From an optimization exercise on the open Yosys and OpenROAD flow, aimed at small area, a short achievable clock period and few clock cycles per item; shortcuts taken in it are not production practice.
Only simulation tests tie the RTL to the original design; equivalence was not proved.

==> flow/design.v (excerpt) <==
module xoodoo_nc (
    input         clk,
    input         rst,    
    input         dv,
    input  [95:0] state,
    output [95:0] out,
    output        out_valid
);
Size: about 1300 cells after synthesis, roughly 200 I/O pins.
==> flow/config.mk <==
export PLATFORM = sky130hd
export DESIGN_NAME = xoodoo_nc
export DESIGN_NICKNAME = xoodoo_nc
export VERILOG_FILES = /design/flow/design.v
export SDC_FILE = /design/flow/constraint.sdc
export NUM_CORES = 4
export LEC_CHECK = 0
export CAP_MARGIN = 20
export CORE_MARGIN = 2
export CORE_UTILIZATION = 60
export CTS_CLUSTER_DIAMETER = 100
export CTS_CLUSTER_SIZE = 25
export PLACE_DENSITY = 0.7
export SETUP_SLACK_MARGIN = 4.5
export SLEW_MARGIN = 20
export SYNTH_HIERARCHICAL = 1
==> flow/constraint.sdc <==
create_clock -name core_clock -period 7.0 [get_ports {clk}]
set_input_delay 1.4000 -clock core_clock [delete_from_list [all_inputs] [get_ports {clk}]]
set_output_delay 1.4000 -clock core_clock [all_outputs]
set_load 0.01 [all_outputs]
standard.sh (not shown) runs the stock make flow with config.mk's settings and CLKGATE_MAP_FILE= SYNTH_SCRIPT=/design/flow/synth_recipe.tcl, a recipe that flattens the netlist after the stock synthesis.
==> flow/flow/run.sh <==
#!/bin/bash
# The standard layout, with plain buffers (not delay cells) on the ports.
set -euo pipefail
bash standard.sh "BUFFER_PORTS_ARGS=-buffer_cell sky130_fd_sc_hd__buf_2" finish > standard.log 2>&1
Testbench counts at the start, summed over its fixed seeds: cycles 16,016, items 16,000.
Then changed:
- CORE_UTILIZATION: 60 -> 40
- PLACE_DENSITY: 0.7 -> unset
- SETUP_SLACK_MARGIN: 4.5 -> 4.4
After rerunning:
- routed wire length came out higher by 7.0%
- fmax came out lower by 3.4%
- clock-buffer cell count is unchanged
- sequential cell count stays the same
- area after synthesis is unchanged
Then changed:
- CORE_UTILIZATION: 40 -> 60
- PLACE_DENSITY: unset -> 0.7
- SETUP_SLACK_MARGIN: 4.4 -> 4.6
The new run finished with timing, DRC and antenna clean.
Routed wire length goes down by 1.4%.
Sequential share of layout area goes down by 1.9 points.
Synthesized area is unchanged.
Utilization goes up by 29 points.
First-iteration DRC count goes up by 11%.
Die area goes down by about 33%.
Non-clock buffer count goes up by 38.
Worst setup slack is better by 0.15 ns.
Then changed:
- CORE_UTILIZATION: 60 -> 40
- PLACE_DENSITY: 0.7 -> unset
- SETUP_SLACK_MARGIN: 4.6 -> unset
Clock-buffer cell count stays the same.
First-iteration DRC count came out lower by 10%.
Cell count climbs by 6.0%.
Synthesized cell count is unchanged.
Setup slack loses 0.79 ns.
Final area is lower by 13%.
Via count decreases by 6.7%.
Wire length grows by 0.97%.
Critical path depth is lower by 1.
Then changed:
- CORE_UTILIZATION: 40 -> 60
- PLACE_DENSITY: unset -> 0.7
- SETUP_SLACK_MARGIN: unset -> 4.55
Count of clock-buffer cells in the layout is unchanged. Worst hold slack got worse by 0.011 ns. Design area grows by roughly a tenth. First-iteration DRC count grows by roughly a tenth. Routed wire length shrinks by a few percent. Synthesized area does not change.

* * *

build 24:
xoodoo_nc, a different RTL version from the one above (not shown whole).
For scale: about 1,400 cells after synthesis, ~290 flip-flops, about 200 I/O pins, roughly 0.015 sq mm of cells after synthesis.
Settings: LEC_CHECK=0, CAP_MARGIN=20, CORE_MARGIN=2, CORE_UTILIZATION=40, CTS_CLUSTER_DIAMETER=100, CTS_CLUSTER_SIZE=25, SETUP_SLACK_MARGIN=4.5, SLEW_MARGIN=20, SYNTH_HIERARCHICAL=1; clock period 7.0 ns.
Scripts as last shown in full above: flow/flow/run.sh
Build 24: no failed stages, no open violations at the end
Testbench counts of build 24, summed over its fixed seeds: cycles 16,016, items 16,000.
diff inputs: build 24 => build 6
- swapping 4.5 for 4.6 in SETUP_SLACK_MARGIN
- clearing CTS_CLUSTER_SIZE, which used to be 25
- clearing CTS_CLUSTER_DIAMETER, which used to be 100
==> flow/run.sh (new file) <==
#!/bin/bash
# synth_recipe.tcl (not shown) runs the flow's synth.tcl, then flattens the netlist and writes it again
# the make line also repeats each setting of config.mk as NAME=value (left out here)
make -C /OpenROAD-flow-scripts/flow DESIGN_CONFIG=/design/flow/config.mk WORK_HOME=/design/flow/orfs CLKGATE_MAP_FILE= SYNTH_SCRIPT=/design/flow/synth_recipe.tcl finish
removed: flow/flow/run.sh
removed: flow/standard.sh
Findings:
- Re final number of hold-violating endpoints: no difference whatsoever between build 24 and build 6.
- Taking build 24 as 1.0, build 6 lands at 9.6 on count of instances resized after the clock tree is built.
- Build 6 completed end to end with timing, DRC and antenna clean.
- Higher global-route usage among build 6 and build 24: build 6
- The end of the critical path comes out g_half[2].g_reg.r[92]$_DFF_P_ in one run and g_half[5].g_reg.r[32]$_DFF_P_ in the other, namely in build 24 and build 6 respectively.
- Compared with build 24, in build 6 cell area has increased, global-route wire length before repair has increased, clock-pin slew reported for the worst setup and hold paths after clock tree synthesis has decreased, minimum setup slack after placement has decreased.
- Build 6 vs build 24 — number of setup buffers added after CTS rose 53.
What build 46 does differently from build 6 at the input level:
- an added CTS_CLUSTER_SIZE of 25
- an added CTS_CLUSTER_DIAMETER of 100
==> flow/flow/run.sh (new file) <==
#!/bin/bash
# The standard layout, with plain buffers (not delay cells) on the ports.
set -euo pipefail
bash standard.sh "BUFFER_PORTS_ARGS=-buffer_cell sky130_fd_sc_hd__buf_2" finish > standard.log 2>&1
==> flow/standard.sh (new file) <==
#!/bin/bash
# synth_recipe.tcl (not shown) runs the flow's synth.tcl, then flattens the netlist and writes it again
# the make line also repeats each setting of config.mk as NAME=value (left out here)
make -C /OpenROAD-flow-scripts/flow DESIGN_CONFIG=/design/flow/config.mk WORK_HOME=/design/flow/orfs CLKGATE_MAP_FILE= SYNTH_SCRIPT=/design/flow/synth_recipe.tcl "${@:-finish}"
removed: flow/run.sh
Findings:
Comparing build 46 and build 6, the higher detail-routed net length per standard cell is on build 6. Higher fraction of the cycle the final worst path needs goes to build 6 over build 46. Side by side, area growth from synthesis to layout turned out lower in build 46 than in build 6. Build 46 finished end to end and its layout was clean on timing, DRC and antenna. Going from build 6 to build 46, global routing usage on met2 shows a reduction of 1.8 points; total detailed-routing wirelength down 3200 microns. Build 6 → build 46: critical path data arrival time saw a decrease; final-layout worst hold slack saw an increase. Taking build 6 as the reference point, the final standard cell utilization of the core of build 46 falls by 6.9 points.
> inputs changed (build 46 -> build 31)
- setting PLACE_DENSITY to 0.8 for the first time
- changing SETUP_SLACK_MARGIN from 4.6 to 4.5
### Flow results
Post-route clock skew for build 31: 0.013 ns up relative to build 46. The higher via count came out of build 31.
Input-level comparison between build 16 and build 31:
- removing CTS_CLUSTER_SIZE (formerly 25)
- removing PLACE_DENSITY (formerly 0.8)
- removing CTS_CLUSTER_DIAMETER (formerly 100)
- removing SETUP_SLACK_MARGIN (formerly 4.5)
## What came out
- Looking at the reports, build 16 completed the entire flow and the layout it produced met the timing, design-rule and antenna checks.
- NOTE: slew at the pin with the worst max-slew slack in build 16 falls short of that of build 31
- Final-stage net count ended up 20 lower on build 16 than on build 31.
- Looking at met3 layer wire length in the routed design, build 16 sits about 5% below build 31.
- Build 16 vs. build 31: first-iteration DRC count now sits lower; clock latency reported for the late side of the worst-skew pair now sits higher; fraction of met2 tracks used by global routing now sits higher.
- Build 16 ended with more clock buffer count from CTS than build 31.

* * *

The RTL this note starts from:
==> flow/design.v <==
module xoodoo_nc #(
    parameter [5:0] CUT = 6'b100101
) (
    input         clk,
    input         rst,    
    input         dv,
    input  [95:0] state,
    output [95:0] out,
    output        out_valid
);
    localparam integer NST = CUT[0] + CUT[1] + CUT[2] + CUT[3] + CUT[4] + 1;
    wire [95:0] h [0:6];
    assign h[0] = state;
    genvar k;
    generate
        for (k = 0; k < 6; k = k + 1) begin : g_half
            wire [95:0] c;
            if (k % 2 == 0) begin : g_a
                xoo_theta #(.RC(k == 0 ? 32'h380 : k == 2 ? 32'hF0 : 32'h1A0))
                    u_theta (.s(h[k]), .o(c));
            end else begin : g_b
                xoo_chi u_chi (.s(h[k]), .o(c));
            end
            if (CUT[k] || k == 5) begin : g_reg
                reg [95:0] r;
                always @(posedge clk) r <= c;
                assign h[k+1] = r;
            end else begin : g_comb
                assign h[k+1] = c;
            end
        end
    endgenerate
    assign out = h[6];
    reg  [NST-1:0] v;
    wire [NST:0]   v_in = {v, dv};
    always @(posedge clk) begin
        if (rst) v <= {NST{1'b0}};
        else     v <= v_in[NST-1:0];
    end
    assign out_valid = v[NST-1];
endmodule
module xoo_xor32 #(
    parameter [31:0] K = 32'h0
) (
    input  [31:0] a,
    input  [31:0] b,
    output [31:0] y
);
    assign y = a ^ b ^ K;
endmodule
module xoo_theta #(
    parameter [31:0] RC = 32'h0
) (
    input  [95:0] s,
    output [95:0] o
);
    wire [31:0] a0 = s[31:0], a1 = s[63:32], a2 = s[95:64];
    wire [31:0] p01, p, e, b0, b1, b2;
    xoo_xor32 u_p01 (.a(a0),  .b(a1), .y(p01));
    xoo_xor32 u_p   (.a(p01), .b(a2), .y(p));
    xoo_xor32 u_e   (.a({p[26:0], p[31:27]}), .b({p[17:0], p[31:18]}), .y(e));
    xoo_xor32 #(.K(RC)) u_b0 (.a(a0), .b(e), .y(b0));
    xoo_xor32 u_b1  (.a(a1), .b(e), .y(b1));
    xoo_xor32 u_b2  (.a(a2), .b(e), .y(b2));
    assign o = {b2[20:0], b2[31:21], b1, b0};
endmodule
module xoo_chi (
    input  [95:0] s,
    output [95:0] o
);
    wire [31:0] a0 = s[31:0], a1 = s[63:32], a2 = s[95:64];
    wire [31:0] b0 = a0 ^ (~a1 & a2);
    wire [31:0] b1 = a1 ^ (~a2 & a0);
    wire [31:0] b2 = a2 ^ (~a0 & a1);
    assign o = {b2[23:0], b2[31:24], b1[30:0], b1[31], b0};
endmodule
Settings: LEC_CHECK=0, CAP_MARGIN=20, CORE_MARGIN=2, CORE_UTILIZATION=40, SETUP_SLACK_MARGIN=4.5, SLEW_MARGIN=20, SYNTH_HIERARCHICAL=1; clock period 7.0 ns.
==> flow/flow/run.sh <==
#!/bin/bash
# The standard layout, with plain buffers (not delay cells) on the ports and
# no dummy loads in the clock tree.
set -euo pipefail
bash standard.sh "BUFFER_PORTS_ARGS=-buffer_cell sky130_fd_sc_hd__buf_2" \
  "CTS_ARGS=-sink_clustering_enable -repair_clock_nets -dont_use_dummy_load -sink_clustering_size 30 -sink_clustering_max_diameter 120" \
  finish > standard.log 2>&1
Testbench counts at the start, summed over its fixed seeds: cycles 16,016, items 16,000.
Then changed:
==> flow/flow/run.sh (replaced) <==
#!/bin/bash
# The standard layout, with plain buffers (not delay cells) on the ports.
set -euo pipefail
bash standard.sh "BUFFER_PORTS_ARGS=-buffer_cell sky130_fd_sc_hd__buf_2" finish > standard.log 2>&1
CTS_CLUSTER_DIAMETER = 120   (was not set)
CTS_CLUSTER_SIZE = 30   (was not set)
Sequential share of layout area fell by 0.18 points; die area is unchanged.
Then changed:
==> flow/flow/run.sh (replaced) <==
#!/bin/bash
# The standard layout, with plain buffers (not delay cells) on the ports and
# no dummy loads in the clock tree.
set -euo pipefail
bash standard.sh "BUFFER_PORTS_ARGS=-buffer_cell sky130_fd_sc_hd__buf_2" \
  "CTS_ARGS=-sink_clustering_enable -repair_clock_nets -dont_use_dummy_load -sink_clustering_size 25 -sink_clustering_max_diameter 100" \
  finish > standard.log 2>&1
CTS_CLUSTER_DIAMETER = not set   (was 120)
CTS_CLUSTER_SIZE = not set   (was 30)
SETUP_SLACK_MARGIN = 4.55   (was 4.5)
What happened: Wire length goes up by 1.1%; core utilization came out higher by 1.7 points; first-iteration DRC count falls by 22%; synthesized area does not change; via count went up by 0.64%; non-clock buffer count is higher by 18; flip-flop and latch count stays the same.
Then changed:
==> flow/flow/run.sh (replaced) <==
#!/bin/bash
# The standard layout, with plain buffers (not delay cells) on the ports.
set -euo pipefail
bash standard.sh "BUFFER_PORTS_ARGS=-buffer_cell sky130_fd_sc_hd__buf_2" finish > standard.log 2>&1
CORE_UTILIZATION = 60   (was 40)
PLACE_DENSITY = 0.75   (was not set)
SETUP_SLACK_MARGIN = 4.5   (was 4.55)
Hold slack gets worse by 15 ps.
Area after synthesis is unchanged.
Wire length came out lower by 5.0%.
Cell area came out lower by 2.2%.
Via count came out higher by 3.8%.

* * *

Setup of JK:
Starts from the design.v that is shown in full above.
export LEC_CHECK = 0
export CAP_MARGIN = 20
export CORE_MARGIN = 2
export CORE_UTILIZATION = 40
export CTS_CLUSTER_DIAMETER = 100
export CTS_CLUSTER_SIZE = 25
export SETUP_SLACK_MARGIN = 4.4
export SLEW_MARGIN = 20
export SYNTH_HIERARCHICAL = 1
create_clock -name core_clock -period 7.0 [get_ports {clk}]
==> flow/flow/run.sh <==
#!/bin/bash
# The standard layout, with plain buffers (not delay cells) on the ports.
set -euo pipefail
bash standard.sh "BUFFER_PORTS_ARGS=-buffer_cell sky130_fd_sc_hd__buf_2" finish > standard.log 2>&1
Testbench counts of JK, summed over its fixed seeds: cycles 16,016, items 16,000.
#### Input delta (MS over JK)
-- flow/config.mk --
<<< JK, line 10
export CORE_UTILIZATION = 40
>>> MS, line 10
export CORE_UTILIZATION = 55
<<< JK, line 13
export SETUP_SLACK_MARGIN = 4.4
>>> MS, line 13
export PLACE_DENSITY = 0.65
export SETUP_SLACK_MARGIN = 4.5
- JK → MS: number of clock buffers in the layout decreased 3, met2 global-route usage increased 13 points, iteration-0 DRC count of the detailed router increased 35.
- MS: total of fill cells in the finished design is about 40% lower than what JK reported.
- Comparing MS and JK, the higher cell area is on MS.
### MS -> AL
-- flow/config.mk --
<<< MS, line 10
export CORE_UTILIZATION = 55
export CTS_CLUSTER_DIAMETER = 100
export CTS_CLUSTER_SIZE = 25
export PLACE_DENSITY = 0.65
>>> AL, line 10
export CORE_UTILIZATION = 40
export CTS_BUF_LIST = sky130_fd_sc_hd__clkbuf_8
[summary]
- For AL, the critical setup path kind was register to output pin, unlike MS, where it was register to register.
- Die footprint for AL: about 37% up relative to MS
- Reported for MS and AL, sequential cell count turned out identical to the last digit.
- Cell area | AL vs MS | AL larger
What TR does differently from AL at the input level:
==> flow/run.sh (new file) <==
#!/bin/bash
# synth_recipe.tcl (not shown) runs the flow's synth.tcl, then flattens the netlist and writes it again
# the make line also repeats each setting of config.mk as NAME=value (left out here)
make -C /OpenROAD-flow-scripts/flow DESIGN_CONFIG=/design/flow/config.mk WORK_HOME=/design/flow/orfs CLKGATE_MAP_FILE= SYNTH_SCRIPT=/design/flow/synth_recipe.tcl finish
-- flow/config.mk --
<<< AL, line 11
export CTS_BUF_LIST = sky130_fd_sc_hd__clkbuf_8
export SETUP_SLACK_MARGIN = 4.5
>>> TR, line 11
removed: flow/flow/run.sh
removed: flow/standard.sh
--- outcome ---
When TR is set beside AL, its post-route cell area turns out to be 3.1% smaller.
TR: no failed stages, no open violations at the end
TR -> AL: number of multi-input combinational cells in the layout delta 0, exact match
| routed metal-1 wire length | AL vs TR | ≈ equal |
Share of the clock period used by the worst path: TR vs AL up 5.7 points
Aggregate routed wire length ended up 1.4% higher on TR than on AL.

==> re-timing with driven ports <==
Ports are ideal in the flow. The routed layouts listed here were re-timed in OpenROAD.
Step 1 sets driving cells, clkbuf_16 on the clock port and buf_2 on the other inputs (assumed; they add their load-dependent delay and slew).
Step 2 adds t to the input delays and takes it off the output delays; t is the mean of the earliest and latest rising clock arrival at the registers after step 1. Input paths then give back, and output paths get back, about the clock's delay inside the block.
a / b / c = ideal ports / drivers / drivers and shift; a / b = the first two.
run | shift t [ns] | slack for setup (ns) | latest minus earliest clock arrival (ns) | cell pins on the clock port's net
the first run of note 1 | 0.532 | 4.489 / 4.489 / 4.151 | 0.019 / 0.019 | 1
the second run of note 1 | 0.542 | 4.401 / 4.401 / 4.061 | 0.021 / 0.021 | 1
the third run of note 1 | 0.538 | 4.546 / 4.546 / 4.056 | 0.025 / 0.026 | 1
the fourth run of note 1 | 0.542 | 3.752 / 3.752 / 3.752 | 0.021 / 0.021 | 1
the fifth run of note 1 | 0.537 | 4.494 / 4.494 / 4.081 | 0.029 / 0.028 | 1
build 24 | 0.554 | 4.538 / 4.538 / 4.067 | 0.023 / 0.023 | 1
build 6 | 0.614 | 4.590 / 4.548 / 4.055 | 0.020 / 0.020 | 1
build 46 | 0.556 | 4.618 / 4.583 / 4.105 | 0.024 / 0.024 | 1
build 31 | 0.561 | 4.535 / 4.542 / 4.006 | 0.037 / 0.037 | 1
build 16 | 0.621 | 4.189 / 4.189 / 4.010 | 0.013 / 0.012 | 1
the first run of note 3 | 0.546 | 4.555 / 4.555 / 4.093 | 0.017 / 0.017 | 1
the second run of note 3 | 0.549 | 4.540 / 4.540 / 4.090 | 0.012 / 0.012 | 1
the third run of note 3 | 0.546 | 4.556 / 4.556 / 4.090 | 0.041 / 0.040 | 1
the fourth run of note 3 | 0.601 | 4.436 / 4.436 / 4.064 | 0.022 / 0.022 | 1
JK | 0.555 | 4.486 / 4.486 / 4.044 | 0.027 / 0.026 | 1
MS | 0.540 | 4.498 / 4.498 / 4.048 | 0.016 / 0.015 | 1
AL | 0.645 | 4.552 / 4.503 / 4.079 | 0.027 / 0.027 | 1
TR | 0.615 | 4.152 / 4.125 / 3.549 | 0.019 / 0.019 | 1
After both steps setup and hold are still met in every run listed. The setup slack of TR, which loses most, moves by -0.027 ns with the drivers and by -0.603 ns with both steps.
